What follows belongs to an exercise in optimizing a design on an open flow for small area, a short achievable clock period and few clock cycles per item; a production flow would make more cautious choices.
No driver is modelled on the clock port, so clock power and skew are understated where the tree is cut down; a real chip needs a root buffer or a tree.
Power and IR drop assume default switching activity.

// full_hash
module full_hash (
    input wire clk
    ,input wire rst_n
    ,input wire start
    ,input wire [7:0] Byte
    ,input wire End_of_File
    ,input wire F_dr
    ,output wire [0:31] R_h
    ,output wire F_rtr
    ,output wire H_ready
);
    reg  [31:4] g;         
    reg  [5:0]  x;         
    reg  [3:0]  s;         
    reg         v1;        
    reg         v2;        
    reg  [15:0] R_c;       
    reg         eof1;      
    reg         fin;       
    reg         fin2;      
    reg         done;      
    reg         restart;   
    reg         rdy;       
    wire        xfer = F_dr & rdy;
    wire        hi_zero = (R_c[15:8] == 8'd0);
    wire        start_now = start & hi_zero & (R_c[7:0] == 8'd0);
    wire [5:0]  m6_out;
    wire [5:0]  c6_lo, c6_hi;
    wire [3:0]  s_out;
    M6 modulo_m6 (.a(Byte), .b(m6_out));
    C6 modulo_c6_lo (.C6_in(R_c[7:0]), .C6_out(c6_lo));
    C6 modulo_c6_hi (.C6_in(R_c[15:8]), .C6_out(c6_hi));
    sbox modulo_sbox (.in(x), .out(s_out));
    wire sp01, sp02, sp03, sp12, sp13, sp23;
    assign sp01 = s[0] ^ s[1];
    assign sp02 = s[0] ^ s[2];
    assign sp03 = s[0] ^ s[3];
    assign sp12 = s[1] ^ s[2];
    assign sp13 = s[1] ^ s[3];
    assign sp23 = s[2] ^ s[3];
    wire [31:4] f;
    assign f[4] = g[26] ^ s[3];
    assign f[5] = g[27] ^ s[0];
    assign f[6] = g[24] ^ s[1];
    assign f[7] = ~(g[25] ^ s[2]);
    assign f[8] = g[31] ^ s[0];
    assign f[9] = g[28] ^ s[1];
    assign f[10] = ~(g[29] ^ s[2]);
    assign f[11] = g[30] ^ s[3];
    assign f[12] = g[5] ^ sp01;
    assign f[13] = ~(g[6] ^ sp12);
    assign f[14] = g[7] ^ sp23;
  ...
Size: ~360 cells after synthesis, about 62 flip-flops.
Settings: LEC_CHECK=0, CAP_MARGIN=20, CORE_MARGIN=2, CORE_UTILIZATION=40, PLACE_DENSITY=0.6, SETUP_SLACK_MARGIN=3.1, SLEW_MARGIN=20; clock period 5.0 ns.
standard.sh (not shown) runs the stock make flow with config.mk's settings and CLKGATE_MAP_FILE= SYNTH_SCRIPT=/design/flow/synth_recipe.tcl, a recipe that flattens the netlist after the stock synthesis.
==> flow/flow/run.sh <==
#!/bin/bash
# Standard ORFS layout with two changes:
#  - the port buffers are buf_2 cells instead of the cell buffer_ports picks by
#    default (a slow delay buffer);
#  - after CTS, the clock tree is rebuilt with one level of buffers
#    (flow/post_cts.tcl): the clock port drives 3 clkbuf_16 cells, each
#    driving the registers of one slice of the core.
set -euo pipefail
export BUFFER_PORTS_ARGS="-buffer_cell sky130_fd_sc_hd__buf_2"
export POST_CTS_TCL="$PWD/flow/post_cts.tcl"
bash standard.sh > make.log 2>&1
Other scripts of this flow, unchanged in this note and not shown: flow/flow/post_cts.tcl
Then changed:
--- a/flow/config.mk
+++ b/flow/config.mk
@@ -10,2 +10,2 @@
-export CORE_UTILIZATION = 40
-export PLACE_DENSITY = 0.6
+export CORE_UTILIZATION = 55
+export PLACE_DENSITY = 0.7
=> Core utilization goes up by 17 points. Clock power stays flat. Total power went up slightly. Global-route usage came out higher by 4.9 points. Worst setup slack loses 0.018 ns. Clock skew barely changes. Cell area fell slightly.
No run of this note included a check of the RTL's function; only the layout flow was run. In every run of this note, the design's own scripts or RTL, not TritonCTS, make the clock network.

* * *

Another version of the RTL of full_hash (not shown whole).
Size: ~380 cells after synthesis, about 47 I/O pins, roughly 0.0035 mm2 of cells after synthesis.
Settings: LEC_CHECK=0, CAP_MARGIN=20, CORE_MARGIN=2, CORE_UTILIZATION=40, PLACE_DENSITY=0.6, SETUP_SLACK_MARGIN=3.1, SLEW_MARGIN=20; clock period 5.0 ns.
Scripts as last shown in full above: flow/flow/run.sh
Other scripts of this flow, unchanged in this note and not shown: flow/flow/post_cts.tcl
The starting point passed the timing, design-rule and antenna checks.
Change:
--- a/flow/config.mk
+++ b/flow/config.mk
@@ -12 +12 @@
-export SETUP_SLACK_MARGIN = 3.1
+export SETUP_SLACK_MARGIN = 3.2
=> The new run finished clean; combinational power came out higher by 21%; critical path depth came out higher by 1; routed wire length came out higher by 4.2%; total power came out higher by 10%; via count came out higher by 3.1%; cell area came out higher by 11%.
No run of this note included a check of the RTL's function; only the layout flow was run. No run of this note takes its clock network from TritonCTS; it comes from the design's own scripts or RTL.

==> re-timing with driven ports <==
The flow's constraints put no driver on any port. The routed layouts listed below were extracted and timed again, unchanged, in two steps.
Step 1: set_driving_cell puts a clkbuf_16 on clk and a buf_2 on each other input, an assumption about the parent block.
Step 2 adds t to the input delays and takes it off the output delays; t is the mean of the earliest and latest rising clock arrival at the registers after step 1. Input paths then give back, and output paths get back, about the clock's delay inside the block.
Three values: ideal ports, drivers, drivers and shift; two values: the first two.
| run | t, ns | slack for setup (ns) | worst data-port slew with drivers (ns) |
|---|---|---|---|
| the first run of note 1 | 0.203 | 3.111 / 3.107 / 2.904 | 0.06 |
| the second run of note 1 | 0.205 | 3.093 / 3.087 / 2.882 | 0.06 |
| the first run of note 2 | 0.211 | 3.181 / 3.217 / 3.010 | 0.03 |
| the second run of note 2 | 0.209 | 3.265 / 3.243 / 3.113 | 0.04 |
After both steps every run listed still meets setup and hold. The setup slack of the second run of note 1, which loses most, moves by -0.006 ns with the drivers and by -0.211 ns with both steps.
